This is an optimization exercise on Yosys and OpenROAD, whose aim is small area and a short achievable clock period, not a production implementation. No run shown here included a check of the RTL's function; only the layout flow was run.

## flow/design.v (module list and top-level ports; edited modules follow where they fit)
// module RGB_to_Gray: 724 lines
// module fa: 4 lines
// module ha: 4 lines
// module xr: 3 lines
// module xn: 3 lines
// module ao: 3 lines
// module an2: 3 lines
// module or2: 3 lines
module RGB_to_Gray(input CLK, input [7:0] R, input [7:0] G, input [7:0] B, input In_Valid, output reg [7:0] Gray, output reg Out_Valid);
  // ...
==> flow/run.sh <==
#!/bin/bash
# synth_recipe.tcl (not shown) runs the flow's synth.tcl, then flattens the netlist and writes it again
# the make line also repeats each setting of config.mk as NAME=value (left out here)
make -C /OpenROAD-flow-scripts/flow DESIGN_CONFIG=/design/flow/config.mk WORK_HOME=/design/flow/orfs CLKGATE_MAP_FILE= SYNTH_SCRIPT=/design/flow/synth_recipe.tcl finish
==> flow/config.mk <==
export PLATFORM = sky130hd
export DESIGN_NAME = RGB_to_Gray
export DESIGN_NICKNAME = RGB_to_Gray
export VERILOG_FILES = /design/flow/design.v
export SDC_FILE = /design/flow/constraint.sdc
export NUM_CORES = 8
export LEC_CHECK = 0
export CAP_MARGIN = 20
export CORE_MARGIN = 2
export CORE_UTILIZATION = 40
export SLEW_MARGIN = 20
export SYNTH_HIERARCHICAL = 1
export SYNTH_MINIMUM_KEEP_SIZE = 0
==> flow/constraint.sdc <==
create_clock -name core_clock -period 16.0 [get_ports {CLK}]
set_input_delay 3.2000 -clock core_clock [delete_from_list [all_inputs] [get_ports {CLK}]]
set_output_delay 3.2000 -clock core_clock [all_outputs]
set_load 0.01 [all_outputs]
==> impl_metrics.ini, run 1 <==
[outcome]
outcome = no timing/DRC/antenna violations

[cts]
path_clk_slew_ns = 0.06
cts-root-buf = clkbuf_16
cts-htree-levels = 2
cts-buffers-inserted = 5

[critical_path]
r2r_slack_ns = 8.56
crit_family = adder cells
crit_top_cell = a21o_1
slowest_delay_ns = 0.97
required_ns = 16.16
end_kind = flop

[place]
io_buffers = 34
gp_congestion = 0.8770

[timing]
hold_violations = 0
worst_slack_ns = 8.557

[layout]
final_cell_mix = 194 x fa_1, 117 x a21o_1, 111 x ha_1
seqCellArea_um2 = 680.7
clk_share = 0.01519
largestClassByArea = multi-input combinational cells
post-route-cell-area_um2 = 9718
seq_cells = 34
areaGrowthSynthToFinish_pct = 9.441

[synth]
syn_area_um2 = 8880
synth_fa_ha_area_frac = 0.5938
synthCells = 785
yosys.area_share.simple = 0.1241

[drt]
remaining_drc_errors = 0
viasPerCell = 5.211
wirelength_mm = 20.92

[grt]
grt_pass1_vias = 6273

[hold_path]
hold_depth = 0

[floorplanning]
die-area_um2 = 23410
==> run 2: changes to the inputs <==
==> flow/design.v (replaced) <==
module RGB_to_Gray(input CLK, input [7:0] R, input [7:0] G, input [7:0] B, input In_Valid, output reg [7:0] Gray, output reg Out_Valid);
    reg [7:0] r, g, b; reg v0;
    always @(posedge CLK) begin r <= R; g <= G; b <= B; v0 <= In_Valid; end
    wire w8 = ({p7_0_1, p6_0_1, p5_0_1, p4_0_1, p3_0_1, p2_0_1, p1_0_1, p0_0_1} >= 8'd2);
    wire w9 = ({p7_0_1, p6_0_1, p5_0_1, p4_0_1, p3_0_1, p2_0_1, p1_0_1, p0_0_1} >= 8'd4);
    wire w10 = ({p7_0_1, p6_0_1, p5_0_1, p4_0_1, p3_0_1, p2_0_1, p1_0_1, p0_0_1} >= 8'd7);
    wire w11 = ({p7_0_1, p6_0_1, p5_0_1, p4_0_1, p3_0_1, p2_0_1, p1_0_1, p0_0_1} >= 8'd14);
    wire w12 = ({r[7], r[6], r[5], r[4], r[3], r[2], r[1], r[0]} >= 8'd27);
    wire w13 = ({p7_0_1, p6_0_1, p5_0_1, p4_0_1, p3_0_1, p2_0_1, p1_0_1, p0_0_1} >= 8'd54);
    wire w14 = ({p7_0_1, p6_0_1, p5_0_1, p4_0_1, p3_0_1, p2_0_1, p1_0_1, p0_0_1} >= 8'd108);
    wire w15 = ({p7_0_1, p6_0_1, p5_0_1, p4_0_1, p3_0_1, p2_0_1, p1_0_1, p0_0_1} >= 8'd215);
    wire w24 = ({p23_0_1, p22_0_1, p21_0_1, p20_0_1, p19_0_1, p18_0_1, p17_0_1, p16_0_1} >= 8'd2);
    wire w25 = ({p23_0_1, p22_0_1, p21_0_1, p20_0_1, p19_0_1, p18_0_1, p17_0_1, p16_0_1} >= 8'd4);
    wire w26 = ({p23_0_1, p22_0_1, p21_0_1, p20_0_1, p19_0_1, p18_0_1, p17_0_1, p16_0_1} >= 8'd7);
    wire w27 = ({p23_0_1, p22_0_1, p21_0_1, p20_0_1, p19_0_1, p18_0_1, p17_0_1, p16_0_1} >= 8'd14);
    wire w28 = ({p23_0_1, p22_0_1, p21_0_1, p20_0_1, p19_0_1, p18_0_1, p17_0_1, p16_0_1} >= 8'd28);
    wire w29 = ({p23_0_1, p22_0_1, p21_0_1, p20_0_1, p19_0_1, p18_0_1, p17_0_1, p16_0_1} >= 8'd55);
    wire w30 = ({p23_0_1, p22_0_1, p21_0_1, p20_0_1, p19_0_1, p18_0_1, p17_0_1, p16_0_1} >= 8'd110);
    wire w31 = ({p23_0_1, p22_0_1, p21_0_1, p20_0_1, p19_0_1, p18_0_1, p17_0_1, p16_0_1} >= 8'd219);
    wire w41 = ({p39_0_1, p38_0_1, p37_0_1, p36_0_1, p35_0_1, p34_0_1, p33_0_1, p32_0_1} >= 8'd3);
    wire w42 = ({p39_0_1, p38_0_1, p37_0_1, p36_0_1, p35_0_1, p34_0_1, p33_0_1, p32_0_1} >= 8'd5);
    wire w43 = ({p39_0_1, p38_0_1, p37_0_1, p36_0_1, p35_0_1, p34_0_1, p33_0_1, p32_0_1} >= 8'd9);
    wire w44 = ({b[7], b[6], b[5], b[4], b[3], b[2], b[1], b[0]} >= 8'd18);
    wire w45 = ({p39_0_1, p38_0_1, p37_0_1, p36_0_1, p35_0_1, p34_0_1, p33_0_1, p32_0_1} >= 8'd36);
    wire w46 = ({p39_0_1, p38_0_1, p37_0_1, p36_0_1, p35_0_1, p34_0_1, p33_0_1, p32_0_1} >= 8'd71);
    wire w47 = ({p39_0_1, p38_0_1, p37_0_1, p36_0_1, p35_0_1, p34_0_1, p33_0_1, p32_0_1} >= 8'd141);
    wire w48_0, w48_1; ha u48 (p2_0_1, p1_0_1, w48_0, w48_1);
    wire w49_0, w49_1; fa u49 (p3_0_1, p2_0_1, p1_0_1, w49_0, w49_1);
    wire w50_0, w50_1; fa u50 (p4_0_1, p3_0_1, p2_0_1, w50_0, w50_1);
    wire w51_0, w51_1; fa u51 (p5_0_1, p4_0_1, p3_0_1, w51_0, w51_1);
    wire w52_0, w52_1; fa u52 (p6_0_1, p5_0_1, p4_0_1, w52_0, w52_1);
    wire w53_0, w53_1; fa u53 (r[7], r[6], r[5], w53_0, w53_1);
    wire w54_0, w54_1; ha u54 (p1_0_1, p0_0_1, w54_0, w54_1);
    wire w55_0, w55_1; fa u55 (p0_0_1, w48_0, w11, w55_0, w55_1);
    wire w56_0, w56_1; fa u56 (w48_1, p12_0_1, w49_0, w56_0, w56_1);
    wire w57_0, w57_1; fa u57 (w49_1, w13, w50_0, w57_0, w57_1);
    wire w58_0, w58_1; fa u58 (w50_1, w14, w51_0, w58_0, w58_1);
    wire w59_0, w59_1; fa u59 (w51_1, w15, w52_0, w59_0, w59_1);
    wire w60_0, w60_1; fa u60 (p0_0_1, w52_1, p53_0_1, w60_0, w60_1);
    wire w61_0, w61_1; ha u61 (p0_0_1, w9, w61_0, w61_1);
    wire w62_0, w62_1; ha u62 (w54_0, w10, w62_0, w62_1);
    wire w63_0, w63_1; ha u63 (w54_1, w55_0, w63_0, w63_1);
    wire w64_0, w64_1; ha u64 (w55_1, w56_0, w64_0, w64_1);
    wire w65_0, w65_1; ha u65 (w56_1, w57_0, w65_0, w65_1);
    wire w66_0, w66_1; ha u66 (w57_1, w58_0, w66_0, w66_1);
    wire w67_0, w67_1; ha u67 (w58_1, w59_0, w67_0, w67_1);
    wire w68_0, w68_1; ha u68 (w59_1, w60_0, w68_0, w68_1);
    wire w69; ao u69 (w62_1, w62_0, w61_1, w69);
    wire w71; ao u71 (w64_1, w64_0, w63_1, w71);
    wire w72; an2 u72 (w64_0, w63_0, w72);
    wire w73; ao u73 (w66_1, w66_0, w65_1, w73);
    wire w74; an2 u74 (w66_0, w65_0, w74);
    wire w75; ao u75 (w68_1, w68_0, w67_1, w75);
    wire w76; an2 u76 (w68_0, w67_0, w76);
    wire w77; ao u77 (w63_1, w63_0, w69, w77);
    wire w79; ao u79 (w71, w72, w69, w79);
    wire w81; ao u81 (w67_1, w67_0, w73, w81);
    wire w82; an2 u82 (w67_0, w74, w82);
    wire w83; ao u83 (w75, w76, w73, w83);
    wire w84; an2 u84 (w76, w74, w84);
    wire w85; ao u85 (w65_1, w65_0, w79, w85);
    wire w87; ao u87 (w73, w74, w79, w87);
    wire w89; ao u89 (w81, w82, w79, w89);
    wire w91; ao u91 (w83, w84, w79, w91);
    wire w93; xr u93 (w62_0, w61_1, w93);
    wire w94; xr u94 (w63_0, w69, w94);
    wire w95; xr u95 (w64_0, w77, w95);
    wire w96; xr u96 (w65_0, w79, w96);
    wire w97; xr u97 (w66_0, w85, w97);
    wire w98; xr u98 (w67_0, w87, w98);
    wire w99; xr u99 (w68_0, w89, w99);
    wire w100_0, w100_1; ha u100 (p20_0_1, p16_0_1, w100_0, w100_1);
    wire w101_0, w101_1; fa u101 (p21_0_1, p17_0_1, w31, w101_0, w101_1);
    wire w102_0, w102_1; fa u102 (g[6], g[2], g[0], w102_0, w102_1);
    wire w103_0, w103_1; ha u103 (p16_0_1, w26, w103_0, w103_1);
    wire w104_0, w104_1; ha u104 (p17_0_1, w27, w104_0, w104_1);
    wire w105_0, w105_1; ha u105 (p18_0_1, w28, w105_0, w105_1);
    wire w106_0, w106_1; ha u106 (p19_0_1, w29, w106_0, w106_1);
    wire w107_0, w107_1; ha u107 (w100_0, w30, w107_0, w107_1);
    wire w108_0, w108_1; ha u108 (w100_1, w101_0, w108_0, w108_1);
    wire w109_0, w109_1; ha u109 (w101_1, p102_0_1, w109_0, w109_1);
    wire w111; ao u111 (w105_1, w105_0, w104_1, w111);
    wire w112; an2 u112 (w105_0, w104_0, w112);
    wire w113; ao u113 (w107_1, w107_0, w106_1, w113);
    wire w114; an2 u114 (w107_0, w106_0, w114);
    wire w115; ao u115 (w109_1, w109_0, w108_1, w115);
    wire w116; an2 u116 (w109_0, w108_0, w116);
    wire w117; ao u117 (w104_1, w104_0, w103_1, w117);
    wire w119; ao u119 (w111, w112, w103_1, w119);
    wire w121; ao u121 (w108_1, w108_0, w113, w121);
    wire w122; an2 u122 (w108_0, w114, w122);
    wire w123; ao u123 (w115, w116, w113, w123);
    wire w124; an2 u124 (w116, w114, w124);
    wire w125; ao u125 (w106_1, w106_0, w119, w125);
    wire w127; ao u127 (w113, w114, w119, w127);
    wire w129; ao u129 (w121, w122, w119, w129);
    wire w131; ao u131 (w123, w124, w119, w131);
    wire w133; xr u133 (w104_0, w103_1, w133);
    wire w134; xr u134 (w105_0, w117, w134);
    wire w135; xr u135 (w106_0, w119, w135);
    wire w136; xr u136 (w107_0, w125, w136);
    wire w137; xr u137 (w108_0, w127, w137);
    wire w138; xr u138 (w109_0, w129, w138);
    wire w139 = ~w8;
    wire w140; an2 u140 (w61_0, w139, w140);
    wire w141 = ~w24;
    wire w142; an2 u142 (w25, w141, w142);
    wire w143 = ~w9;
    wire w144; an2 u144 (w93, w143, w144);
    wire w145 = ~w25;
    wire w146; an2 u146 (w103_0, w145, w146);
    wire w147 = ~w10;
    wire w148; an2 u148 (w94, w147, w148);
    wire w149 = ~w26;
    wire w150; an2 u150 (w133, w149, w150);
    wire w151 = ~w11;
    wire w152; an2 u152 (w95, w151, w152);
    wire w153 = ~w27;
    wire w154; an2 u154 (w134, w153, w154);
    wire w155 = ~p12_0_1;
    wire w156; an2 u156 (w96, w155, w156);
    wire w157 = ~w28;
    wire w158; an2 u158 (w135, w157, w158);
    wire w159 = ~w13;
    wire w160; an2 u160 (w97, w159, w160);
    wire w161 = ~w29;
    wire w162; an2 u162 (w136, w161, w162);
    wire w163 = ~w14;
    wire w164; an2 u164 (w98, w163, w164);
    wire w165 = ~w30;
    wire w166; an2 u166 (w137, w165, w166);
    wire w167 = ~w15;
    wire w168; an2 u168 (w99, w167, w168);
    wire w169 = ~w31;
    wire w170; an2 u170 (w138, w169, w170);
    wire w171_0, w171_1; ha u171 (r[7], r[6], w171_0, w171_1);
    wire w172_0, w172_1; fa u172 (r[7], r[2], r[0], w172_0, w172_1);
    wire w173_0, w173_1; fa u173 (g[7], g[3], g[1], w173_0, w173_1);
    wire w174_0, w174_1; fa u174 (r[3], r[1], r[0], w174_0, w174_1);
    wire w175_0, w175_1; fa u175 (r[4], r[2], r[1], w175_0, w175_1);
    wire w176_0, w176_1; fa u176 (r[5], r[3], r[2], w176_0, w176_1);
    wire w177_0, w177_1; ha u177 (r[0], g[6], w177_0, w177_1);
    wire w178_0, w178_1; fa u178 (r[6], r[4], r[3], w178_0, w178_1);
    wire w179_0, w179_1; fa u179 (r[1], g[7], g[5], w179_0, w179_1);
    wire w180_0, w180_1; fa u180 (r[7], r[5], r[4], w180_0, w180_1);
    wire w181_0, w181_1; ha u181 (r[2], g[6], w181_0, w181_1);
    wire w182_0, w182_1; fa u182 (r[6], r[5], r[3], w182_0, w182_1);
    wire w183_0, w183_1; ha u183 (g[7], g[6], w183_0, w183_1);
    wire w184_0, w184_1; fa u184 (r[7], r[6], r[4], w184_0, w184_1);
    wire w185_0, w185_1; ha u185 (r[0], g[7], w185_0, w185_1);
    wire w186_0, w186_1; ha u186 (r[7], r[5], w186_0, w186_1);
    wire w187_0, w187_1; ha u187 (r[5], r[2], w187_0, w187_1);
    wire w188_0, w188_1; fa u188 (r[6], r[3], r[2], w188_0, w188_1);
    wire w189_0, w189_1; fa u189 (r[7], r[4], r[3], w189_0, w189_1);
    wire w190_0, w190_1; fa u190 (r[5], r[4], r[1], w190_0, w190_1);
    wire w191_0, w191_1; fa u191 (r[6], r[5], r[2], w191_0, w191_1);
    wire w192_0, w192_1; ha u192 (r[7], r[6], w192_0, w192_1);
    wire w193_0, w193_1; fa u193 (r[1], w171_0, w53_1, w193_0, w193_1);
    wire w194_0, w194_1; fa u194 (g[0], w171_1, w102_1, w194_0, w194_1);
    wire w195_0, w195_1; ha u195 (w172_0, w173_0, w195_0, w195_1);
    wire w196_0, w196_1; fa u196 (g[4], g[2], g[1], w196_0, w196_1);
    wire w197_0, w197_1; fa u197 (w172_1, w173_1, w174_0, w197_0, w197_1);
    wire w198_0, w198_1; fa u198 (g[5], g[3], g[2], w198_0, w198_1);
    wire w199_0, w199_1; fa u199 (g[0], w174_1, w175_0, w199_0, w199_1);
    wire w200_0, w200_1; fa u200 (g[4], g[3], g[1], w200_0, w200_1);
    wire w201_0, w201_1; fa u201 (w177_0, w175_1, w176_0, w201_0, w201_1);
    wire w202_0, w202_1; fa u202 (g[4], g[2], w177_1, w202_0, w202_1);
    wire w203_0, w203_1; fa u203 (w176_1, w178_0, w179_0, w203_0, w203_1);
    wire w204_0, w204_1; fa u204 (g[5], g[3], w181_0, w204_0, w204_1);
    wire w205_0, w205_1; fa u205 (w178_1, w179_1, w180_0, w205_0, w205_1);
    wire w206_0, w206_1; fa u206 (g[4], g[0], w181_1, w206_0, w206_1);
    wire w207_0, w207_1; fa u207 (w183_0, w180_1, w182_0, w207_0, w207_1);
    wire w208_0, w208_1; fa u208 (g[5], g[1], w183_1, w208_0, w208_1);
    wire w209_0, w209_1; fa u209 (w185_0, w182_1, w184_0, w209_0, w209_1);
    wire w210_0, w210_1; fa u210 (r[1], g[6], g[2], w210_0, w210_1);
    wire w211_0, w211_1; fa u211 (w185_1, w186_0, w184_1, w211_0, w211_1);
    wire w212_0, w212_1; fa u212 (r[6], r[2], g[7], w212_0, w212_1);
    wire w213_0, w213_1; fa u213 (g[3], g[0], w186_1, w213_0, w213_1);
    wire w214_0, w214_1; fa u214 (r[7], r[3], r[0], w214_0, w214_1);
    wire w215_0, w215_1; fa u215 (g[4], g[1], g[0], w215_0, w215_1);
    wire w216_0, w216_1; fa u216 (r[4], r[1], r[0], w216_0, w216_1);
    wire w217_0, w217_1; fa u217 (g[5], g[2], g[1], w217_0, w217_1);
    wire w218_0, w218_1; fa u218 (r[1], g[6], g[3], w218_0, w218_1);
    wire w219_0, w219_1; fa u219 (g[2], g[0], w187_0, w219_0, w219_1);
    wire w220_0, w220_1; fa u220 (g[7], g[4], g[3], w220_0, w220_1);
    wire w221_0, w221_1; fa u221 (g[1], w187_1, w188_0, w221_0, w221_1);
    wire w222_0, w222_1; fa u222 (r[0], g[5], g[4], w222_0, w222_1);
    wire w223_0, w223_1; fa u223 (g[2], w188_1, w189_0, w223_0, w223_1);
    wire w224_0, w224_1; fa u224 (g[6], g[5], g[3], w224_0, w224_1);
    wire w225_0, w225_1; fa u225 (g[0], w189_1, w190_0, w225_0, w225_1);
    wire w226_0, w226_1; fa u226 (g[7], g[6], g[4], w226_0, w226_1);
    wire w227_0, w227_1; fa u227 (g[1], w190_1, w191_0, w227_0, w227_1);
    wire w228_0, w228_1; fa u228 (r[3], g[7], g[5], w228_0, w228_1);
    wire w229_0, w229_1; fa u229 (g[2], w192_0, w191_1, w229_0, w229_1);
    wire w230_0, w230_1; fa u230 (r[7], r[4], g[6], w230_0, w230_1);
    wire w231_0, w231_1; ha u231 (g[3], w192_1, w231_0, w231_1);
    wire w232_0, w232_1; ha u232 (r[5], g[7], w232_0, w232_1);
    wire w233_0, w233_1; ha u233 (p193_0_1, w60_1, w233_0, w233_1);
    wire w234_0, w234_1; fa u234 (w193_1, w195_0, w194_0, w234_0, w234_1);
    wire w235_0, w235_1; fa u235 (w196_0, w195_1, w194_1, w235_0, w235_1);
    wire w236_0, w236_1; fa u236 (w196_1, w198_0, w197_1, w236_0, w236_1);
    wire w237_0, w237_1; fa u237 (w198_1, w200_0, w199_1, w237_0, w237_1);
    wire w238_0, w238_1; fa u238 (w200_1, w202_0, w201_1, w238_0, w238_1);
    wire w239_0, w239_1; fa u239 (w202_1, w204_0, w203_1, w239_0, w239_1);
    wire w240_0, w240_1; fa u240 (w204_1, w206_0, w205_1, w240_0, w240_1);
    wire w241_0, w241_1; fa u241 (w206_1, w208_0, w207_1, w241_0, w241_1);
    wire w242_0, w242_1; fa u242 (w210_0, w208_1, w209_1, w242_0, w242_1);
    wire w243_0, w243_1; fa u243 (w210_1, w212_0, w213_0, w243_0, w243_1);
    wire w244_0, w244_1; fa u244 (w212_1, w214_0, w215_0, w244_0, w244_1);
    wire w245_0, w245_1; fa u245 (w214_1, w215_1, w216_0, w245_0, w245_1);
    wire w246_0, w246_1; fa u246 (w216_1, w217_1, w218_0, w246_0, w246_1);
    wire w247_0, w247_1; fa u247 (w218_1, w220_0, w219_1, w247_0, w247_1);
    wire w248_0, w248_1; fa u248 (w220_1, w222_0, w221_1, w248_0, w248_1);
    wire w249_0, w249_1; fa u249 (w222_1, w224_0, w223_1, w249_0, w249_1);
    wire w250_0, w250_1; fa u250 (w224_1, w226_0, w225_1, w250_0, w250_1);
    wire w251_0, w251_1; fa u251 (w226_1, w228_0, w227_1, w251_0, w251_1);
    wire w252_0, w252_1; fa u252 (w228_1, w230_0, w231_0, w252_0, w252_1);
    wire w253_0, w253_1; fa u253 (g[4], w232_0, w230_1, w253_0, w253_1);
    wire w254_0, w254_1; ha u254 (p6_0_1, p21_0_1, w254_0, w254_1);
    wire w255_0, w255_1; ha u255 (w233_0, w91, w255_0, w255_1);
    wire w256_0, w256_1; fa u256 (w233_1, p234_0_1, w131, w256_0, w256_1);
    wire w257_0, w257_1; fa u257 (w197_0, w234_1, w235_0, w257_0, w257_1);
    wire w258_0, w258_1; fa u258 (w199_0, w235_1, w236_0, w258_0, w258_1);
    wire w259_0, w259_1; fa u259 (w201_0, w236_1, w237_0, w259_0, w259_1);
    wire w260_0, w260_1; fa u260 (w203_0, w237_1, w238_0, w260_0, w260_1);
    wire w261_0, w261_1; fa u261 (w205_0, w238_1, w239_0, w261_0, w261_1);
    wire w262_0, w262_1; fa u262 (w207_0, w239_1, w240_0, w262_0, w262_1);
    wire w263_0, w263_1; fa u263 (w209_0, w240_1, w241_0, w263_0, w263_1);
    wire w264_0, w264_1; fa u264 (w211_0, w241_1, w242_0, w264_0, w264_1);
    wire w265_0, w265_1; fa u265 (w211_1, w243_0, w242_1, w265_0, w265_1);
    wire w266_0, w266_1; fa u266 (w213_1, w244_0, w243_1, w266_0, w266_1);
    wire w267_0, w267_1; fa u267 (w217_0, w244_1, w245_0, w267_0, w267_1);
    wire w268_0, w268_1; fa u268 (w219_0, w245_1, w246_0, w268_0, w268_1);
    wire w269_0, w269_1; fa u269 (w246_1, w221_0, w247_0, w269_0, w269_1);
    wire w270_0, w270_1; fa u270 (w223_0, w247_1, w248_0, w270_0, w270_1);
    wire w271_0, w271_1; fa u271 (w225_0, w248_1, w249_0, w271_0, w271_1);
    wire w272_0, w272_1; fa u272 (w227_0, w249_1, w250_0, w272_0, w272_1);
    wire w273_0, w273_1; fa u273 (w229_0, w250_1, w251_0, w273_0, w273_1);
    wire w274_0, w274_1; fa u274 (w229_1, w252_0, w251_1, w274_0, w274_1);
    wire w275_0, w275_1; fa u275 (w231_1, w253_0, w252_1, w275_0, w275_1);
    wire w276_0, w276_1; fa u276 (p232_1_1, w254_0, p253_1_1, w276_0, w276_1);
    wire w277_0, w277_1; fa u277 (p7_0_1, p22_0_1, w254_1, w277_0, w277_1);
    wire w278_0, w278_1; ha u278 (p262_1_1, p263_0_1, w278_0, w278_1);
    wire w279_0, w279_1; ha u279 (p263_1_1, p264_0_1, w279_0, w279_1);
    wire w280_0, w280_1; ha u280 (p264_1_1, p265_0_1, w280_0, w280_1);
    wire w281_0, w281_1; ha u281 (p265_1_1, p266_0_1, w281_0, w281_1);
    wire w282_0, w282_1; ha u282 (p266_1_1, p267_0_1, w282_0, w282_1);
    wire w283_0, w283_1; ha u283 (p267_1_1, p268_0_1, w283_0, w283_1);
    wire w284_0, w284_1; ha u284 (p268_1_1, p269_0_1, w284_0, w284_1);
    wire w285_0, w285_1; ha u285 (p269_1_1, p270_0_1, w285_0, w285_1);
    wire w286_0, w286_1; ha u286 (p270_1_1, p271_0_1, w286_0, w286_1);
    wire w287_0, w287_1; ha u287 (p271_1_1, p272_0_1, w287_0, w287_1);
    wire w288_0, w288_1; ha u288 (p272_1_1, p273_0_1, w288_0, w288_1);
    wire w289_0, w289_1; ha u289 (p273_1_1, p274_0_1, w289_0, w289_1);
    wire w290_0, w290_1; ha u290 (p274_1_1, p275_0_1, w290_0, w290_1);
    wire w291_0, w291_1; ha u291 (p275_1_1, w276_0, w291_0, w291_1);
    wire w292_0, w292_1; ha u292 (w276_1, w277_0, w292_0, w292_1);
    wire w293_0, w293_1; ha u293 (w277_1, p23_0_1, w293_0, w293_1);
    wire w294; ao u294 (w279_1, w279_0, w278_1, w294);
    wire w296; ao u296 (w281_1, w281_0, w280_1, w296);
    wire w297; an2 u297 (w281_0, w280_0, w297);
    wire w298; ao u298 (w283_1, w283_0, w282_1, w298);
    wire w299; an2 u299 (w283_0, w282_0, w299);
    wire w300; ao u300 (w285_1, w285_0, w284_1, w300);
    wire w301; an2 u301 (w285_0, w284_0, w301);
    wire w302; ao u302 (w287_1, w287_0, w286_1, w302);
    wire w303; an2 u303 (w287_0, w286_0, w303);
    wire w304; ao u304 (w289_1, w289_0, w288_1, w304);
    wire w305; an2 u305 (w289_0, w288_0, w305);
    wire w306; ao u306 (w291_1, w291_0, w290_1, w306);
    wire w307; an2 u307 (w291_0, w290_0, w307);
    wire w308; ao u308 (w293_1, w293_0, w292_1, w308);
    wire w309; an2 u309 (w293_0, w292_0, w309);
    wire w312; ao u312 (w296, w297, w294, w312);
    wire w316; ao u316 (w300, w301, w298, w316);
    wire w317; an2 u317 (w301, w299, w317);
    wire w318; ao u318 (w288_1, w288_0, w302, w318);
    wire w319; an2 u319 (w288_0, w303, w319);
    wire w320; ao u320 (w304, w305, w302, w320);
    wire w321; an2 u321 (w305, w303, w321);
    wire w322; ao u322 (w292_1, w292_0, w306, w322);
    wire w323; an2 u323 (w292_0, w307, w323);
    wire w324; ao u324 (w308, w309, w306, w324);
    wire w325; an2 u325 (w309, w307, w325);
    wire w332; ao u332 (w316, w317, w312, w332);
    wire w334; ao u334 (w290_1, w290_0, w320, w334);
    wire w335; an2 u335 (w290_0, w321, w335);
    wire w336; ao u336 (w306, w307, w320, w336);
    wire w337; an2 u337 (w307, w321, w337);
    wire w338; ao u338 (w322, w323, w320, w338);
    wire w339; an2 u339 (w323, w321, w339);
    wire w340; ao u340 (w324, w325, w320, w340);
    wire w341; an2 u341 (w325, w321, w341);
    wire w342; ao u342 (w286_1, w286_0, w332, w342);
    wire w344; ao u344 (w302, w303, w332, w344);
    wire w346; ao u346 (w318, w319, w332, w346);
    wire w348; ao u348 (w320, w321, w332, w348);
    wire w350; ao u350 (w334, w335, w332, w350);
    wire w352; ao u352 (w336, w337, w332, w352);
    wire w354; ao u354 (w338, w339, w332, w354);
    wire w356; ao u356 (w340, w341, w332, w356);
    wire w358 = |{p270_1_1, p271_1_1, p272_1_1, p273_1_1, p274_1_1, p275_1_1, w276_1, w277_1, p271_0_1, p272_0_1, p273_0_1, p274_0_1, p275_0_1, w276_0, w277_0, p23_0_1, w332};
    wire w359 = |{p271_1_1, p272_1_1, p273_1_1, p274_1_1, p275_1_1, w276_1, w277_1, p272_0_1, p273_0_1, p274_0_1, p275_0_1, w276_0, w277_0, p23_0_1, w342};
    wire w360 = |{p272_1_1, p273_1_1, p274_1_1, p275_1_1, w276_1, w277_1, p273_0_1, p274_0_1, p275_0_1, w276_0, w277_0, p23_0_1, w344};
    wire w361 = |{p273_1_1, p274_1_1, p275_1_1, w276_1, w277_1, p274_0_1, p275_0_1, w276_0, w277_0, p23_0_1, w346};
    wire w362 = |{p274_1_1, p275_1_1, w276_1, w277_1, p275_0_1, w276_0, w277_0, p23_0_1, w348};
    wire w363 = |{p275_1_1, w276_1, w277_1, w276_0, w277_0, p23_0_1, w350};
    wire w364 = |{w276_1, w277_1, w277_0, p23_0_1, w352};
    wire w365 = |{w277_1, p23_0_1, w354};
    wire w366 = |{w356};
    wire w367 = ~p32_0_1;
    wire w368 = ~p33_0_1;
    wire w369 = ~p34_0_1;
    wire w370 = ~p35_0_1;
    wire w371 = ~p36_0_1;
    wire w372 = ~p37_0_1;
    wire w373 = ~p38_0_1;
    wire w374 = ~p39_0_1;
    wire w375_0, w375_1; fa u375 (p38_0_1, p36_0_1, p34_0_1, w375_0, w375_1);
    wire w376_0, w376_1; ha u376 (p39_0_1, p37_0_1, w376_0, w376_1);
    wire w377_0, w377_1; ha u377 (p38_0_1, p36_0_1, w377_0, w377_1);
    wire w378_0, w378_1; ha u378 (p39_0_1, p37_0_1, w378_0, w378_1);
    wire w379_0, w379_1; ha u379 (p36_0_1, p34_0_1, w379_0, w379_1);
    wire w380_0, w380_1; fa u380 (p37_0_1, p35_0_1, p33_0_1, w380_0, w380_1);
    wire w381_0, w381_1; fa u381 (w367, w47, w375_0, w381_0, w381_1);
    wire w382_0, w382_1; fa u382 (p35_0_1, w368, w376_0, w382_0, w382_1);
    wire w383_0, w383_1; fa u383 (p32_0_1, w369, w376_1, w383_0, w383_1);
    wire w384_0, w384_1; fa u384 (p33_0_1, w370, w377_1, w384_0, w384_1);
    wire w385_0, w385_1; fa u385 (p38_0_1, p34_0_1, w371, w385_0, w385_1);
    wire w386_0, w386_1; ha u386 (p34_0_1, p32_0_1, w386_0, w386_1);
    wire w387_0, w387_1; fa u387 (p35_0_1, p33_0_1, p44_0_1, w387_0, w387_1);
    wire w388_0, w388_1; fa u388 (p32_0_1, w379_0, w45, w388_0, w388_1);
    wire w389_0, w389_1; fa u389 (w379_1, w46, w380_0, w389_0, w389_1);
    wire w390; xn u390 (w380_1, w381_0, w390);
    wire w391; or2 u391 (w380_1, w381_0, w391);
    wire w392_0, w392_1; fa u392 (w375_1, w382_0, w381_1, w392_0, w392_1);
    wire w393_0, w393_1; fa u393 (w377_0, w382_1, w383_0, w393_0, w393_1);
    wire w394_0, w394_1; fa u394 (w378_0, w383_1, w384_0, w394_0, w394_1);
    wire w395_0, w395_1; fa u395 (w378_1, w385_0, w384_1, w395_0, w395_1);
    wire w396_0, w396_1; ha u396 (p32_0_1, w41, w396_0, w396_1);
    wire w397_0, w397_1; ha u397 (p33_0_1, w42, w397_0, w397_1);
    wire w398_0, w398_1; ha u398 (w386_0, w43, w398_0, w398_1);
    wire w399_0, w399_1; ha u399 (w386_1, w387_0, w399_0, w399_1);
    wire w400_0, w400_1; ha u400 (w387_1, w388_0, w400_0, w400_1);
    wire w401_0, w401_1; ha u401 (w388_1, w389_0, w401_0, w401_1);
    wire w402_0, w402_1; ha u402 (w389_1, w390, w402_0, w402_1);
    wire w403_0, w403_1; ha u403 (w391, w392_0, w403_0, w403_1);
    wire w404_0, w404_1; ha u404 (w392_1, w393_0, w404_0, w404_1);
    wire w405_0, w405_1; ha u405 (w393_1, w394_0, w405_0, w405_1);
    wire w406_0, w406_1; ha u406 (w394_1, w395_0, w406_0, w406_1);
    wire w407; ao u407 (w397_1, w397_0, w396_1, w407);
    wire w409; ao u409 (w399_1, w399_0, w398_1, w409);
    wire w410; an2 u410 (w399_0, w398_0, w410);
    wire w411; ao u411 (w401_1, w401_0, w400_1, w411);
    wire w412; an2 u412 (w401_0, w400_0, w412);
    wire w413; ao u413 (w403_1, w403_0, w402_1, w413);
    wire w414; an2 u414 (w403_0, w402_0, w414);
    wire w415; ao u415 (w405_1, w405_0, w404_1, w415);
    wire w416; an2 u416 (w405_0, w404_0, w416);
    wire w417; ao u417 (w398_1, w398_0, w407, w417);
    wire w419; ao u419 (w409, w410, w407, w419);
    wire w421; ao u421 (w402_1, w402_0, w411, w421);
    wire w422; an2 u422 (w402_0, w412, w422);
    wire w423; ao u423 (w413, w414, w411, w423);
    wire w424; an2 u424 (w414, w412, w424);
    wire w425; ao u425 (w406_1, w406_0, w415, w425);
    wire w426; an2 u426 (w406_0, w416, w426);
    wire w427; ao u427 (w400_1, w400_0, w419, w427);
    wire w429; ao u429 (w411, w412, w419, w429);
    wire w431; ao u431 (w421, w422, w419, w431);
    wire w433; ao u433 (w423, w424, w419, w433);
    wire w435; ao u435 (w404_1, w404_0, w433, w435);
    wire w437; ao u437 (w415, w416, w433, w437);
    wire w439; ao u439 (w425, w426, w433, w439);
    wire w442; xr u442 (w398_0, w407, w442);
    wire w443; xr u443 (w399_0, w417, w443);
    wire w444; xr u444 (w400_0, w419, w444);
    wire w445; xr u445 (w401_0, w427, w445);
    wire w446; xr u446 (w402_0, w429, w446);
    wire w447; xr u447 (w403_0, w431, w447);
    wire w448; xr u448 (w404_0, w433, w448);
    wire w449; xr u449 (w405_0, w435, w449);
    wire w450; xr u450 (w406_0, w437, w450);
    wire w451 = ~w42;
    wire w452; an2 u452 (w442, w451, w452);
    wire w453; an2 u453 (w452, w358, w453);
    wire w454 = ~w453;
    wire w455 = ~w43;
    wire w456; an2 u456 (w443, w455, w456);
    wire w457; an2 u457 (w456, w359, w457);
    wire w458 = ~w457;
    wire w459 = ~p44_0_1;
    wire w460; an2 u460 (w444, w459, w460);
    wire w461; an2 u461 (w460, w360, w461);
    wire w462 = ~w461;
    wire w463 = ~w45;
    wire w464; an2 u464 (w445, w463, w464);
    wire w465; an2 u465 (w464, w361, w465);
    wire w466 = ~w465;
    wire w467 = ~w46;
    wire w468; an2 u468 (w446, w467, w468);
    wire w469; an2 u469 (w468, w362, w469);
    wire w470 = ~w469;
    wire w471 = ~w47;
    wire w472; an2 u472 (w447, w471, w472);
    wire w473; an2 u473 (w472, w363, w473);
    wire w474 = ~p473_0_1;
    wire w475; an2 u475 (w448, w364, w475);
    wire w476 = ~w475;
    wire w477; an2 u477 (w449, w365, w477);
    wire w478 = ~w477;
    wire w479; an2 u479 (p450_0_1, p366_0_1, w479);
    wire w480 = ~w479;
    wire w481_0, w481_1; fa u481 (p39_0_1, p35_0_1, w372, w481_0, w481_1);
    wire w482_0, w482_1; ha u482 (w367, w385_1, w482_0, w482_1);
    wire w483_0, w483_1; ha u483 (p36_0_1, w373, w483_0, w483_1);
    wire w484_0, w484_1; ha u484 (p39_0_1, p37_0_1, w484_0, w484_1);
    wire w485_0, w485_1; ha u485 (p38_0_1, p33_0_1, w485_0, w485_1);
    wire w486_0, w486_1; ha u486 (p39_0_1, p34_0_1, w486_0, w486_1);
    wire w487_0, w487_1; fa u487 (w481_0, w482_0, w395_1, w487_0, w487_1);
    wire w488_0, w488_1; fa u488 (w368, w483_0, w481_1, w488_0, w488_1);
    wire w489_0, w489_1; ha u489 (w482_1, p257_0_1, w489_0, w489_1);
    wire w490_0, w490_1; fa u490 (p37_0_1, w374, w369, w490_0, w490_1);
    wire w491_0, w491_1; fa u491 (w483_1, p257_1_1, p258_0_1, w491_0, w491_1);
    wire w492_0, w492_1; fa u492 (p38_0_1, w370, p258_1_1, w492_0, w492_1);
    wire w493 = ~p259_0_1;
    wire w494_0, w494_1; fa u494 (p39_0_1, w371, w367, w494_0, w494_1);
    wire w495_0, w495_1; ha u495 (p259_1_1, p260_0_1, w495_0, w495_1);
    wire w496_0, w496_1; fa u496 (w372, w368, p260_1_1, w496_0, w496_1);
    wire w497_0, w497_1; fa u497 (p32_0_1, w373, w369, w497_0, w497_1);
    wire w498_0, w498_1; fa u498 (p33_0_1, w374, w370, w498_0, w498_1);
    wire w499_0, w499_1; fa u499 (p34_0_1, p32_0_1, w371, w499_0, w499_1);
    wire w500_0, w500_1; ha u500 (p263_1_1, p264_0_1, w500_0, w500_1);
    wire w501_0, w501_1; fa u501 (p35_0_1, p33_0_1, w372, w501_0, w501_1);
    wire w502; xn u502 (p264_1_1, p265_0_1, w502);
    wire w503; or2 u503 (p264_1_1, p265_0_1, w503);
    wire w504_0, w504_1; fa u504 (p36_0_1, p34_0_1, w373, w504_0, w504_1);
    wire w505_0, w505_1; fa u505 (w367, p266_0_1, p265_1_1, w505_0, w505_1);
    wire w506_0, w506_1; fa u506 (p37_0_1, p35_0_1, w374, w506_0, w506_1);
    wire w507_0, w507_1; fa u507 (w368, p267_0_1, p266_1_1, w507_0, w507_1);
    wire w508_0, w508_1; fa u508 (p38_0_1, p36_0_1, w369, w508_0, w508_1);
    wire w509; xn u509 (p267_1_1, p268_0_1, w509);
    wire w510; or2 u510 (p267_1_1, p268_0_1, w510);
    wire w511_0, w511_1; fa u511 (p32_0_1, w370, w484_0, w511_0, w511_1);
    wire w512; xn u512 (p268_1_1, p269_0_1, w512);
    wire w513; or2 u513 (p268_1_1, p269_0_1, w513);
    wire w514_0, w514_1; fa u514 (w371, w484_1, w485_0, w514_0, w514_1);
    wire w515; xn u515 (p269_1_1, p270_0_1, w515);
    wire w516; or2 u516 (p269_1_1, p270_0_1, w516);
    wire w517_0, w517_1; fa u517 (w372, w485_1, w486_0, w517_0, w517_1);
    wire w518; xn u518 (p270_1_1, p271_0_1, w518);
    wire w519; or2 u519 (p270_1_1, p271_0_1, w519);
    wire w520_0, w520_1; fa u520 (p35_0_1, w373, w486_1, w520_0, w520_1);
    wire w521; xn u521 (p271_1_1, p272_0_1, w521);
    wire w522; or2 u522 (p271_1_1, p272_0_1, w522);
    wire w523_0, w523_1; fa u523 (p36_0_1, w374, p272_1_1, w523_0, w523_1);
    wire w524 = ~p273_0_1;
    wire w525_0, w525_1; ha u525 (p37_0_1, p273_1_1, w525_0, w525_1);
    wire w526_0, w526_1; ha u526 (p38_0_1, p275_0_1, w526_0, w526_1);
    wire w527_0, w527_1; ha u527 (p39_0_1, w276_0, w527_0, w527_1);
    wire w528_0, w528_1; ha u528 (w140, w452, w528_0, w528_1);
    wire w529_0, w529_1; fa u529 (w142, w144, w456, w529_0, w529_1);
    wire w530_0, w530_1; fa u530 (w146, w148, w460, w530_0, w530_1);
    wire w531_0, w531_1; fa u531 (w150, w152, w464, w531_0, w531_1);
    wire w532_0, w532_1; fa u532 (w154, w156, w468, w532_0, w532_1);
    wire w533_0, w533_1; fa u533 (w158, w160, w472, w533_0, w533_1);
    wire w534_0, w534_1; fa u534 (w162, w164, w448, w534_0, w534_1);
    wire w535_0, w535_1; fa u535 (p166_0_1, p168_0_1, p449_0_1, w535_0, w535_1);
    wire w536_0, w536_1; fa u536 (p170_0_1, p255_0_1, p450_0_1, w536_0, w536_1);
    wire w537_0, w537_1; fa u537 (w487_0, w255_1, w256_0, w537_0, w537_1);
    wire w538_0, w538_1; fa u538 (w488_0, w487_1, w489_0, w538_0, w538_1);
    wire w539_0, w539_1; fa u539 (w490_0, w488_1, w489_1, w539_0, w539_1);
    wire w540_0, w540_1; fa u540 (w490_1, w493, w491_1, w540_0, w540_1);
    wire w541_0, w541_1; fa u541 (w494_0, p259_0_1, w492_1, w541_0, w541_1);
    wire w542_0, w542_1; fa u542 (w494_1, p261_0_1, w495_1, w542_0, w542_1);
    wire w543_0, w543_1; fa u543 (w497_0, p261_1_1, p262_0_1, w543_0, w543_1);
    wire w544_0, w544_1; fa u544 (w497_1, w498_0, p262_1_1, w544_0, w544_1);
    wire w545_0, w545_1; fa u545 (w498_1, w499_0, w500_0, w545_0, w545_1);
    wire w546_0, w546_1; fa u546 (w499_1, w501_0, w502, w546_0, w546_1);
    wire w547_0, w547_1; fa u547 (w501_1, w504_0, w503, w547_0, w547_1);
    wire w548_0, w548_1; fa u548 (w504_1, w506_0, w507_0, w548_0, w548_1);
    wire w549_0, w549_1; fa u549 (w506_1, w508_0, w509, w549_0, w549_1);
    wire w550_0, w550_1; fa u550 (w508_1, w511_0, w510, w550_0, w550_1);
    wire w551_0, w551_1; fa u551 (w511_1, w514_0, w513, w551_0, w551_1);
    wire w552_0, w552_1; fa u552 (w514_1, w517_0, w516, w552_0, w552_1);
    wire w553_0, w553_1; fa u553 (w517_1, w520_0, w519, w553_0, w553_1);
    wire w554_0, w554_1; fa u554 (w520_1, w524, w522, w554_0, w554_1);
    wire w555_0, w555_1; fa u555 (p274_0_1, p273_0_1, w525_0, w555_0, w555_1);
    wire w556_0, w556_1; fa u556 (p274_1_1, w526_0, w525_1, w556_0, w556_1);
    wire w557_0, w557_1; fa u557 (p275_1_1, w527_0, w526_1, w557_0, w557_1);
    wire w558_0, w558_1; fa u558 (w277_0, w276_1, w527_1, w558_0, w558_1);
    wire w559_0, w559_1; ha u559 (p23_0_1, w277_1, w559_0, w559_1);
    wire w560_0, w560_1; ha u560 (w528_0, w454, w560_0, w560_1);
    wire w561_0, w561_1; fa u561 (w528_1, w529_0, w458, w561_0, w561_1);
    wire w562_0, w562_1; fa u562 (w529_1, w530_0, w462, w562_0, w562_1);
    wire w563_0, w563_1; fa u563 (w530_1, w531_0, w466, w563_0, w563_1);
    wire w564_0, w564_1; fa u564 (w531_1, w532_0, w470, w564_0, w564_1);
    wire w565_0, w565_1; fa u565 (p532_1_1, p533_0_1, w474, w565_0, w565_1);
    wire w566_0, w566_1; fa u566 (p533_1_1, p534_0_1, p476_0_1, w566_0, w566_1);
    wire w567_0, w567_1; fa u567 (p534_1_1, w535_0, p478_0_1, w567_0, w567_1);
    wire w568_0, w568_1; fa u568 (w535_1, w536_0, w480, w568_0, w568_1);
    wire w569_0, w569_1; fa u569 (p439_0_1, p537_0_1, w536_1, w569_0, w569_1);
    wire w570_0, w570_1; fa u570 (p256_1_1, p538_0_1, p537_1_1, w570_0, w570_1);
    wire w571_0, w571_1; fa u571 (w491_0, w538_1, w539_0, w571_0, w571_1);
    wire w572_0, w572_1; fa u572 (w492_0, w539_1, w540_0, w572_0, w572_1);
    wire w573_0, w573_1; fa u573 (w495_0, w540_1, w541_0, w573_0, w573_1);
    wire w574_0, w574_1; fa u574 (w496_0, w541_1, w542_0, w574_0, w574_1);
    wire w575_0, w575_1; fa u575 (w496_1, w543_0, w542_1, w575_0, w575_1);
    wire w576_0, w576_1; fa u576 (p263_0_1, w543_1, w544_0, w576_0, w576_1);
    wire w577; xn u577 (w544_1, w545_0, w577);
    wire w578; or2 u578 (w544_1, w545_0, w578);
    wire w579_0, w579_1; fa u579 (w500_1, w546_0, w545_1, w579_0, w579_1);
    wire w580_0, w580_1; fa u580 (w505_0, w546_1, w547_0, w580_0, w580_1);
    wire w581_0, w581_1; fa u581 (w505_1, w547_1, w548_0, w581_0, w581_1);
    wire w582_0, w582_1; fa u582 (w507_1, w549_0, w548_1, w582_0, w582_1);
    wire w583_0, w583_1; fa u583 (w512, w549_1, w550_0, w583_0, w583_1);
    wire w584_0, w584_1; fa u584 (w550_1, w515, w551_0, w584_0, w584_1);
    wire w585_0, w585_1; fa u585 (w518, w551_1, w552_0, w585_0, w585_1);
    wire w586_0, w586_1; fa u586 (w521, w552_1, w553_0, w586_0, w586_1);
    wire w587_0, w587_1; fa u587 (w523_0, w553_1, w554_0, w587_0, w587_1);
    wire w588_0, w588_1; fa u588 (w523_1, w554_1, w555_0, w588_0, w588_1);
    wire w589; xn u589 (w555_1, w556_0, w589);
    wire w590; or2 u590 (w555_1, w556_0, w590);
    wire w591; xn u591 (w557_0, w556_1, w591);
    wire w592; or2 u592 (w557_0, w556_1, w592);
    wire w593; xn u593 (w558_0, w557_1, w593);
    wire w594; or2 u594 (w558_0, w557_1, w594);
    wire w595; xn u595 (w559_0, w558_1, w595);
    wire w596; or2 u596 (w559_0, w558_1, w596);
    wire w597 = ~w559_1;
    wire w599_0, w599_1; ha u599 (w560_1, w561_0, w599_0, w599_1);
    wire w600_0, w600_1; ha u600 (w561_1, w562_0, w600_0, w600_1);
    wire w601_0, w601_1; ha u601 (p562_1_1, p563_0_1, w601_0, w601_1);
    wire w602_0, w602_1; ha u602 (p563_1_1, p564_0_1, w602_0, w602_1);
    wire w603_0, w603_1; ha u603 (p564_1_1, w565_0, w603_0, w603_1);
    wire w604_0, w604_1; ha u604 (w565_1, w566_0, w604_0, w604_1);
    wire w605_0, w605_1; ha u605 (w566_1, w567_0, w605_0, w605_1);
    wire w606_0, w606_1; ha u606 (w567_1, w568_0, w606_0, w606_1);
    wire w607_0, w607_1; ha u607 (w568_1, w569_0, w607_0, w607_1);
    wire w608_0, w608_1; ha u608 (w569_1, w570_0, w608_0, w608_1);
    wire w609_0, w609_1; ha u609 (w570_1, p571_0_1, w609_0, w609_1);
    wire w610_0, w610_1; ha u610 (w571_1, w572_0, w610_0, w610_1);
    wire w611_0, w611_1; ha u611 (w572_1, w573_0, w611_0, w611_1);
    wire w612_0, w612_1; ha u612 (w573_1, w574_0, w612_0, w612_1);
    wire w613_0, w613_1; ha u613 (w574_1, w575_0, w613_0, w613_1);
    wire w614_0, w614_1; ha u614 (w575_1, w576_0, w614_0, w614_1);
    wire w615_0, w615_1; ha u615 (w576_1, w577, w615_0, w615_1);
    wire w616_0, w616_1; ha u616 (w578, w579_0, w616_0, w616_1);
    wire w617_0, w617_1; ha u617 (w579_1, w580_0, w617_0, w617_1);
    wire w618_0, w618_1; ha u618 (w580_1, w581_0, w618_0, w618_1);
    wire w619_0, w619_1; ha u619 (w581_1, w582_0, w619_0, w619_1);
    wire w620_0, w620_1; ha u620 (w582_1, w583_0, w620_0, w620_1);
    wire w621_0, w621_1; ha u621 (w583_1, w584_0, w621_0, w621_1);
    wire w622_0, w622_1; ha u622 (w584_1, w585_0, w622_0, w622_1);
    wire w623_0, w623_1; ha u623 (w585_1, w586_0, w623_0, w623_1);
    wire w624_0, w624_1; ha u624 (w586_1, w587_0, w624_0, w624_1);
    wire w625_0, w625_1; ha u625 (w587_1, w588_0, w625_0, w625_1);
    wire w626_0, w626_1; ha u626 (w588_1, w589, w626_0, w626_1);
    wire w627_0, w627_1; ha u627 (w590, w591, w627_0, w627_1);
    wire w628_0, w628_1; ha u628 (w592, w593, w628_0, w628_1);
    wire w629_0, w629_1; ha u629 (w594, w595, w629_0, w629_1);
    wire w630_0, w630_1; ha u630 (w596, w597, w630_0, w630_1);
    wire w631; ao u631 (w599_1, w599_0, w560_0, w631);
    wire w633; ao u633 (w601_1, w601_0, p600_1_1, w633);
    wire w634; an2 u634 (w601_0, p600_0_1, w634);
    wire w635; ao u635 (w603_1, w603_0, w602_1, w635);
    wire w636; an2 u636 (w603_0, w602_0, w636);
    wire w637; ao u637 (w605_1, w605_0, w604_1, w637);
    wire w638; an2 u638 (w605_0, w604_0, w638);
    wire w639; ao u639 (w607_1, w607_0, w606_1, w639);
    wire w640; an2 u640 (w607_0, w606_0, w640);
    wire w641; ao u641 (w609_1, w609_0, w608_1, w641);
    wire w642; an2 u642 (w609_0, w608_0, w642);
    wire w643; ao u643 (w611_1, w611_0, w610_1, w643);
    wire w644; an2 u644 (w611_0, w610_0, w644);
    wire w645; ao u645 (w613_1, w613_0, w612_1, w645);
    wire w646; an2 u646 (w613_0, w612_0, w646);
    wire w647; ao u647 (w615_1, w615_0, w614_1, w647);
    wire w648; an2 u648 (w615_0, w614_0, w648);
    wire w649; ao u649 (w617_1, w617_0, w616_1, w649);
    wire w650; an2 u650 (w617_0, w616_0, w650);
    wire w651; ao u651 (w619_1, w619_0, w618_1, w651);
    wire w652; an2 u652 (w619_0, w618_0, w652);
    wire w653; ao u653 (w621_1, w621_0, w620_1, w653);
    wire w654; an2 u654 (w621_0, w620_0, w654);
    wire w655; ao u655 (w623_1, w623_0, w622_1, w655);
    wire w656; an2 u656 (p623_0_1, p622_0_1, w656);
    wire w657; ao u657 (w625_1, w625_0, w624_1, w657);
    wire w658; an2 u658 (p625_0_1, p624_0_1, w658);
    wire w659; ao u659 (w627_1, w627_0, w626_1, w659);
    wire w660; an2 u660 (p627_0_1, p626_0_1, w660);
    wire w661; ao u661 (w629_1, w629_0, w628_1, w661);
    wire w662; an2 u662 (p629_0_1, p628_0_1, w662);
    wire w665; ao u665 (w633, w634, p631_0_1, w665);
    wire w669; ao u669 (w637, w638, w635, w669);
    wire w670; an2 u670 (w638, w636, w670);
    wire w673; ao u673 (w641, w642, w639, w673);
    wire w674; an2 u674 (w642, w640, w674);
    wire w677; ao u677 (w645, w646, w643, w677);
    wire w678; an2 u678 (w646, w644, w678);
    wire w681; ao u681 (w649, w650, w647, w681);
    wire w682; an2 u682 (w650, w648, w682);
    wire w685; ao u685 (w653, w654, w651, w685);
    wire w686; an2 u686 (w654, w652, w686);
    wire w687; ao u687 (p624_1_1, p624_0_1, p655_0_1, w687);
    wire w688; an2 u688 (p624_0_1, w656, w688);
    wire w689; ao u689 (p657_0_1, w658, p655_0_1, w689);
    wire w690; an2 u690 (w658, w656, w690);
    wire w691; ao u691 (w628_1, w628_0, w659, w691);
    wire w692; an2 u692 (p628_0_1, w660, w692);
    wire w693; ao u693 (p661_0_1, w662, p659_0_1, w693);
    wire w694; an2 u694 (w662, w660, w694);
    wire w701; ao u701 (w669, w670, w665, w701);
    wire w709; ao u709 (p677_0_1, p678_0_1, w673, w709);
    wire w710; an2 u710 (p678_0_1, w674, w710);
    wire w717; ao u717 (w685, w686, w681, w717);
    wire w718; an2 u718 (w686, w682, w718);
    wire w719; ao u719 (p626_1_1, p626_0_1, w689, w719);
    wire w720; an2 u720 (p626_0_1, w690, w720);
    wire w721; ao u721 (p659_0_1, w660, w689, w721);
    wire w722; an2 u722 (w660, w690, w722);
    wire w723; ao u723 (p691_0_1, w692, w689, w723);
    wire w724; an2 u724 (w692, w690, w724);
    wire w725; ao u725 (w693, w694, w689, w725);
    wire w726; an2 u726 (w694, w690, w726);
    wire w741; ao u741 (w709, w710, w701, w741);
    wire w743; ao u743 (w622_1, w622_0, w717, w743);
    wire w744; an2 u744 (p622_0_1, p718_0_1, w744);
    wire w745; ao u745 (p655_0_1, w656, p717_0_1, w745);
    wire w746; an2 u746 (w656, p718_0_1, w746);
    wire w747; ao u747 (w687, w688, p717_0_1, w747);
    wire w748; an2 u748 (w688, p718_0_1, w748);
    wire w749; ao u749 (w689, w690, p717_0_1, w749);
    wire w750; an2 u750 (w690, p718_0_1, w750);
    wire w751; ao u751 (w719, w720, p717_0_1, w751);
    wire w752; an2 u752 (w720, p718_0_1, w752);
    wire w753; ao u753 (w721, w722, p717_0_1, w753);
    wire w754; an2 u754 (w722, p718_0_1, w754);
    wire w755; ao u755 (w723, w724, p717_0_1, w755);
    wire w756; an2 u756 (w724, p718_0_1, w756);
    wire w757; ao u757 (w725, w726, p717_0_1, w757);
    wire w758; an2 u758 (w726, p718_0_1, w758);
    wire w775; ao u775 (p743_0_1, w744, w741, w775);
    wire w777; ao u777 (w745, w746, w741, w777);
    wire w779; ao u779 (w747, w748, w741, w779);
    wire w781; ao u781 (w749, w750, w741, w781);
    wire w783; ao u783 (w751, w752, w741, w783);
    wire w785; ao u785 (w753, w754, w741, w785);
    wire w787; ao u787 (w755, w756, w741, w787);
    wire w789; ao u789 (w757, w758, w741, w789);
    wire w817; xr u817 (p623_0_1, w775, w817);
    wire w818; xr u818 (p624_0_1, w777, w818);
    wire w819; xr u819 (p625_0_1, w779, w819);
    wire w820; xr u820 (p626_0_1, w781, w820);
    wire w821; xr u821 (p627_0_1, w783, w821);
    wire w822; xr u822 (p628_0_1, w785, w822);
    wire w823; xr u823 (p629_0_1, w787, w823);
    wire w824; xr u824 (p630_0_1, w789, w824);
    reg p0_0_1;
    reg p1_0_1;
    reg p2_0_1;
    reg p3_0_1;
    reg p4_0_1;
    reg p5_0_1;
    reg p6_0_1;
    reg p7_0_1;
    reg p16_0_1;
    reg p17_0_1;
    reg p18_0_1;
    reg p19_0_1;
    reg p20_0_1;
    reg p21_0_1;
    reg p22_0_1;
    reg p23_0_1;
    reg p32_0_1;
    reg p33_0_1;
    reg p34_0_1;
    reg p35_0_1;
    reg p36_0_1;
    reg p37_0_1;
    reg p38_0_1;
    reg p39_0_1;
    reg p12_0_1;
    reg p53_0_1;
    reg p102_0_1;
    reg p193_0_1;
    reg p234_0_1;
    reg p232_1_1;
    reg p253_1_1;
    reg p262_1_1;
    reg p263_0_1;
    reg p263_1_1;
    reg p264_0_1;
    reg p264_1_1;
    reg p265_0_1;
    reg p265_1_1;
    reg p266_0_1;
    reg p266_1_1;
    reg p267_0_1;
    reg p267_1_1;
    reg p268_0_1;
    reg p268_1_1;
    reg p269_0_1;
    reg p269_1_1;
    reg p270_0_1;
    reg p270_1_1;
    reg p271_0_1;
    reg p271_1_1;
    reg p272_0_1;
    reg p272_1_1;
    reg p273_0_1;
    reg p273_1_1;
    reg p274_0_1;
    reg p274_1_1;
    reg p275_0_1;
    reg p275_1_1;
    reg p44_0_1;
    reg p473_0_1;
    reg p449_0_1;
    reg p450_0_1;
    reg p366_0_1;
    reg p257_0_1;
    reg p257_1_1;
    reg p258_0_1;
    reg p258_1_1;
    reg p259_0_1;
    reg p259_1_1;
    reg p260_0_1;
    reg p260_1_1;
    reg p166_0_1;
    reg p168_0_1;
    reg p170_0_1;
    reg p255_0_1;
    reg p261_0_1;
    reg p261_1_1;
    reg p262_0_1;
    reg p532_1_1;
    reg p533_0_1;
    reg p533_1_1;
    reg p534_0_1;
    reg p476_0_1;
    reg p534_1_1;
    reg p478_0_1;
    reg p439_0_1;
    reg p537_0_1;
    reg p256_1_1;
    reg p538_0_1;
    reg p537_1_1;
    reg p562_1_1;
    reg p563_0_1;
    reg p563_1_1;
    reg p564_0_1;
    reg p564_1_1;
    reg p571_0_1;
    reg p600_1_1;
    reg p600_0_1;
    reg p623_0_1;
    reg p622_0_1;
    reg p625_0_1;
    reg p624_1_1;
    reg p624_0_1;
    reg p627_0_1;
    reg p626_1_1;
    reg p626_0_1;
    reg p629_0_1;
    reg p628_0_1;
    reg p631_0_1;
    reg p655_0_1;
    reg p657_0_1;
    reg p659_0_1;
    reg p661_0_1;
    reg p677_0_1;
    reg p678_0_1;
    reg p691_0_1;
    reg p717_0_1;
    reg p718_0_1;
    reg p743_0_1;
    reg p630_0_1;
    always @(posedge CLK) begin
        p0_0_1 <= r[0];
        p1_0_1 <= r[1];
        p2_0_1 <= r[2];
        p3_0_1 <= r[3];
        p4_0_1 <= r[4];
        p5_0_1 <= r[5];
        p6_0_1 <= r[6];
        p7_0_1 <= r[7];
        p16_0_1 <= g[0];
        p17_0_1 <= g[1];
        p18_0_1 <= g[2];
        p19_0_1 <= g[3];
        p20_0_1 <= g[4];
        p21_0_1 <= g[5];
        p22_0_1 <= g[6];
        p23_0_1 <= g[7];
        p32_0_1 <= b[0];
        p33_0_1 <= b[1];
        p34_0_1 <= b[2];
        p35_0_1 <= b[3];
        p36_0_1 <= b[4];
        p37_0_1 <= b[5];
        p38_0_1 <= b[6];
        p39_0_1 <= b[7];
        p12_0_1 <= w12;
        p53_0_1 <= w53_0;
        p102_0_1 <= w102_0;
        p193_0_1 <= w193_0;
        p234_0_1 <= w234_0;
        p232_1_1 <= w232_1;
        p253_1_1 <= w253_1;
        p262_1_1 <= w262_1;
        p263_0_1 <= w263_0;
        p263_1_1 <= w263_1;
        p264_0_1 <= w264_0;
        p264_1_1 <= w264_1;
        p265_0_1 <= w265_0;
        p265_1_1 <= w265_1;
        p266_0_1 <= w266_0;
        p266_1_1 <= w266_1;
        p267_0_1 <= w267_0;
        p267_1_1 <= w267_1;
        p268_0_1 <= w268_0;
        p268_1_1 <= w268_1;
        p269_0_1 <= w269_0;
        p269_1_1 <= w269_1;
        p270_0_1 <= w270_0;
        p270_1_1 <= w270_1;
        p271_0_1 <= w271_0;
        p271_1_1 <= w271_1;
        p272_0_1 <= w272_0;
        p272_1_1 <= w272_1;
        p273_0_1 <= w273_0;
        p273_1_1 <= w273_1;
        p274_0_1 <= w274_0;
        p274_1_1 <= w274_1;
        p275_0_1 <= w275_0;
        p275_1_1 <= w275_1;
        p44_0_1 <= w44;
        p473_0_1 <= w473;
        p449_0_1 <= w449;
        p450_0_1 <= w450;
        p366_0_1 <= w366;
        p257_0_1 <= w257_0;
        p257_1_1 <= w257_1;
        p258_0_1 <= w258_0;
        p258_1_1 <= w258_1;
        p259_0_1 <= w259_0;
        p259_1_1 <= w259_1;
        p260_0_1 <= w260_0;
        p260_1_1 <= w260_1;
        p166_0_1 <= w166;
        p168_0_1 <= w168;
        p170_0_1 <= w170;
        p255_0_1 <= w255_0;
        p261_0_1 <= w261_0;
        p261_1_1 <= w261_1;
        p262_0_1 <= w262_0;
        p532_1_1 <= w532_1;
        p533_0_1 <= w533_0;
        p533_1_1 <= w533_1;
        p534_0_1 <= w534_0;
        p476_0_1 <= w476;
        p534_1_1 <= w534_1;
        p478_0_1 <= w478;
        p439_0_1 <= w439;
        p537_0_1 <= w537_0;
        p256_1_1 <= w256_1;
        p538_0_1 <= w538_0;
        p537_1_1 <= w537_1;
        p562_1_1 <= w562_1;
        p563_0_1 <= w563_0;
        p563_1_1 <= w563_1;
        p564_0_1 <= w564_0;
        p564_1_1 <= w564_1;
        p571_0_1 <= w571_0;
        p600_1_1 <= w600_1;
        p600_0_1 <= w600_0;
        p623_0_1 <= w623_0;
        p622_0_1 <= w622_0;
        p625_0_1 <= w625_0;
        p624_1_1 <= w624_1;
        p624_0_1 <= w624_0;
        p627_0_1 <= w627_0;
        p626_1_1 <= w626_1;
        p626_0_1 <= w626_0;
        p629_0_1 <= w629_0;
        p628_0_1 <= w628_0;
        p631_0_1 <= w631;
        p655_0_1 <= w655;
        p657_0_1 <= w657;
        p659_0_1 <= w659;
        p661_0_1 <= w661;
        p677_0_1 <= w677;
        p678_0_1 <= w678;
        p691_0_1 <= w691;
        p717_0_1 <= w717;
        p718_0_1 <= w718;
        p743_0_1 <= w743;
        p630_0_1 <= w630_0;
    end
    reg v1; always @(posedge CLK) v1 <= v0;
    reg v2; always @(posedge CLK) v2 <= v1;
    always @(posedge CLK) begin Gray <= {w824, w823, w822, w821, w820, w819, w818, w817}; Out_Valid <= v2; end
endmodule
module fa(input a, input b, input c, output s, output co);
    assign s = a ^ b ^ c;
    assign co = (a & b) | (a & c) | (b & c);
endmodule
module ha(input a, input b, output s, output co);
    assign s = a ^ b;
    assign co = a & b;
endmodule
module xr(input a, input b, output y);
    assign y = a ^ b;
endmodule
module xn(input a, input b, output y);
    assign y = ~(a ^ b);
endmodule
module ao(input g1, input p1, input g0, output y);
    assign y = g1 | (p1 & g0);
endmodule
module an2(input a, input b, output y);
    assign y = a & b;
endmodule
module or2(input a, input b, output y);
    assign y = a | b;
endmodule
==> impl_metrics.ini, run 2 <==
[layout]
layout-drive-gt1-share = 0.05016
final_nets = 1238
areaGrowthSynthToFinish_pct = 12.64
post-route-cell-area_um2 = 12450
num_antenna_cells = 0
final_cell_mix = 198 x fa_1, 156 x dfxtp_1, 118 x a21o_1
final_common_cell = fa_1

[synth]
synth_mux_area_frac = 0
yosys.area_share.simple = 0.09495
synthDistinctLibCells = 38
syn_avg_cell_area_um2 = 12.99
synth-xor-area-share = 0.03327
ys_ff_latch = 156
synthCells = 851
syn_area_um2 = 11060
yosysWarnings = 7
synth-main-ff-cell = dfxtp_1
async_reset_ff_frac = 0
yosys-top-cells-area = fa_1 36%, dfxtp_1 28%, ha_1 12%, a21o_1 8.0%, and2_1 6.0%
synth_top_family_by_area = adder cells
synth_commonest_cells = 198 x fa_1, 156 x dfxtp_1, 118 x a21o_1, 110 x ha_1, 106 x and2_1
yosysTopAreaCell = fa_1
yosysSeqAreaShare = 0.2825
synth-compound-area-share = 0.09371
netlist.area_leader.share = 0.3585
synth_edf_count = 0
synth_fa_ha_area_frac = 0.4830
synth_most_common_cell = fa_1

[timing]
worst_slack_ns = 11.51
layout_min_cycle_time_ns = 4.489
hold_violations = 0
max_freq_mhz = 222.8
fin_setup_tns_ns = 0
final_max_slew_viol_count = 0
min_period_over_period = 0.2805
tightest_slew_ns = 0.9257
rsz0062_at_grt = no
slew_headroom = 0.3820
skew_ns = 0.01311
setup_viol = 0

[critical_path]
r2r_cells = 11
cpMaxStageDelayCell = clkdlybuf4s50_1
crit_path_start = Gray[0]$_DFF_P_
crit_buf_inv = 1
cp.arrival_ns = 1.29
path_cells = clkdlybuf4s50_1
path_class = reg -> out
required_ns = 12.80
slowest_delay_ns = 0.53
end_kind = primary output
crit_family = buffers and inverters
rr_startpoint = p35_0_1$_DFF_P_
cp_max_fo = 1
cp-start-kind = flop
r2r_slack_ns = 11.99
timing.rr.end = p564_0_1$_DFF_P_

[grt]
grt_pass1_wl_mm = 38.18
grt.overflow.total = 0
antenna_found_initial = 3
grt_pass1_vias = 7100
grt_max_degree = 21
grt_usage = 0.1780

[place]
gp_congestion = 0.8167
place_area_um2 = 11820
io_buffers = 34
dp_hpwl_mm = 18.39
dp_slack_ns = 11.96

[cts]
clk_latency_ns = 0.43
cts-htree-levels = 4
cts_resized = 0
path_clk_slew_ns = 0.08
cts.path.max_buffers = 2
cts_hold_buf = 0
cts-root-buf = clkbuf_16
cts_sinks = 156
post_cts_buffers = 0
cts_tree = built
cts-buffers-inserted = 17

[hold_path]
hold_path_end = v1$_DFF_P_
hold_depth = 0
worstHoldStart = v0$_DFF_P_
min_path_type = reg -> reg

[drt]
remaining_drc_errors = 0
dr.pass1.iters = 4
viasPerCell = 5.019
num_vias = 6314
wirelength_mm = 22.99
drtAntennaViolNets = 0
wl_per_cell_um = 18.27
drt_iter0_markers = 269

[floorplanning]
io_pins = 35
coreArea_um2 = 27030
die_w_um = 170.3
fp.dieH_um = 170.3
rows = 60
initial_core_util = 0.4091
die-area_um2 = 28990

[job]
maxCapViolCount = 0

[outcome]
outcome = no timing/DRC/antenna violations
-- run 2: cell types whose count changed after synthesis, moves of 3 or more --
cell,delta
dfxtp_1,+122
or2_1,-16
inv_1,-15
xor2_1,-9
fa_1,+4
a31oi_1,-3
xnor2_1,-15
nand2_1,-3
-- run 2: metal layers --
layer  part of all wire  vias to the layer above  GRT usage
met5                  0                        -          0
met4              0.027                        0    0.06317
li1                   -                     2954          -
met1               0.46                     3222     0.2391
met2               0.48                      103     0.2929
met3              0.028                       35    0.02837
-- run 2: layout make-up --
type	instances	area [µm²]
inverters	34	127.6
repair buffers	35	347.8
multi-input cells	660	7794
clock buffers	17	425.4
fillers	2473	14570
flip-flops and latches	156	3123
well taps	341	426.7
clock inverters	15	209.0
-- run 2: worst max-delay path by stage --
stage                        to  slack (ns)  cells after the start
3_3_place_gp            Gray[0]       11.98                      1
3_5_place_dp   p564_0_1$_DFF_P_       11.96                     11
6_report                Gray[0]       11.51                      1
2_1_floorplan  p564_0_1$_DFF_P_       12.32                     11
5_1_grt                 Gray[0]       11.46                      1
4_1_cts               Out_Valid       11.49                      1
-- run 2: per-stage QoR --
step	hold slack, ns	std cells	util
floorplan	0.3096	851	-
CTS	0.3326	1258	0.4608
finish	0.3296	1258	0.4608
global placement	0.3106	1226	0.4373
detailed placement	0.3132	1226	0.4373
global route	0.3405	1258	0.4608
-- run 2: cells by family (layout without fill, tap and decap cells) --
logic type / after synthesis / in the layout
buf+inv: 35 / 101
fa+ha+maj: 308 / 308
xor+xnor: 42 / 42
compound gates: 139 / 139
flops: 156 / 156
simple gates: 171 / 171
-- run 2: Yosys stat by module (local to each module, per instance) --
module | copies in the design | flops+latches | cells inside
RGB_to_Gray | 1 | 156 | 270
an2 | 102 | 0 | 1
ao | 117 | 0 | 1
fa | 198 | 0 | 1
ha | 110 | 0 | 1
or2 | 12 | 0 | 1
xn | 12 | 0 | 1
xr | 30 | 0 | 1

## separate check: timing with driven ports
How much do the figures lean on ideal ports? The routed layouts below were timed once more, with nothing changed but the port constraints.
Step 1, drivers: a clkbuf_16 drives CLK and a buf_2 each remaining input, both assumed.
Step 2 adds t to the input delays and takes it off the output delays; t is the mean of the earliest and latest rising clock arrival at the registers after step 1. Input paths then give back, and output paths get back, about the clock's delay inside the block.
Slacks: no drivers / after step 1 / after step 2; pairs: no drivers / after step 1.
run	t (ns)	setup slack, ns	worst setup path at the end	slew at the worst register clock pin (ns)	worst slew at a driven data input, ns
run 1	0.324	8.557 / 8.557 / 8.557	register to register	0.06 / 0.06	0.03
run 2	0.476	11.511 / 11.463 / 11.939	register to output	0.08 / 0.08	0.03
After both steps setup and hold are still met in every run listed.
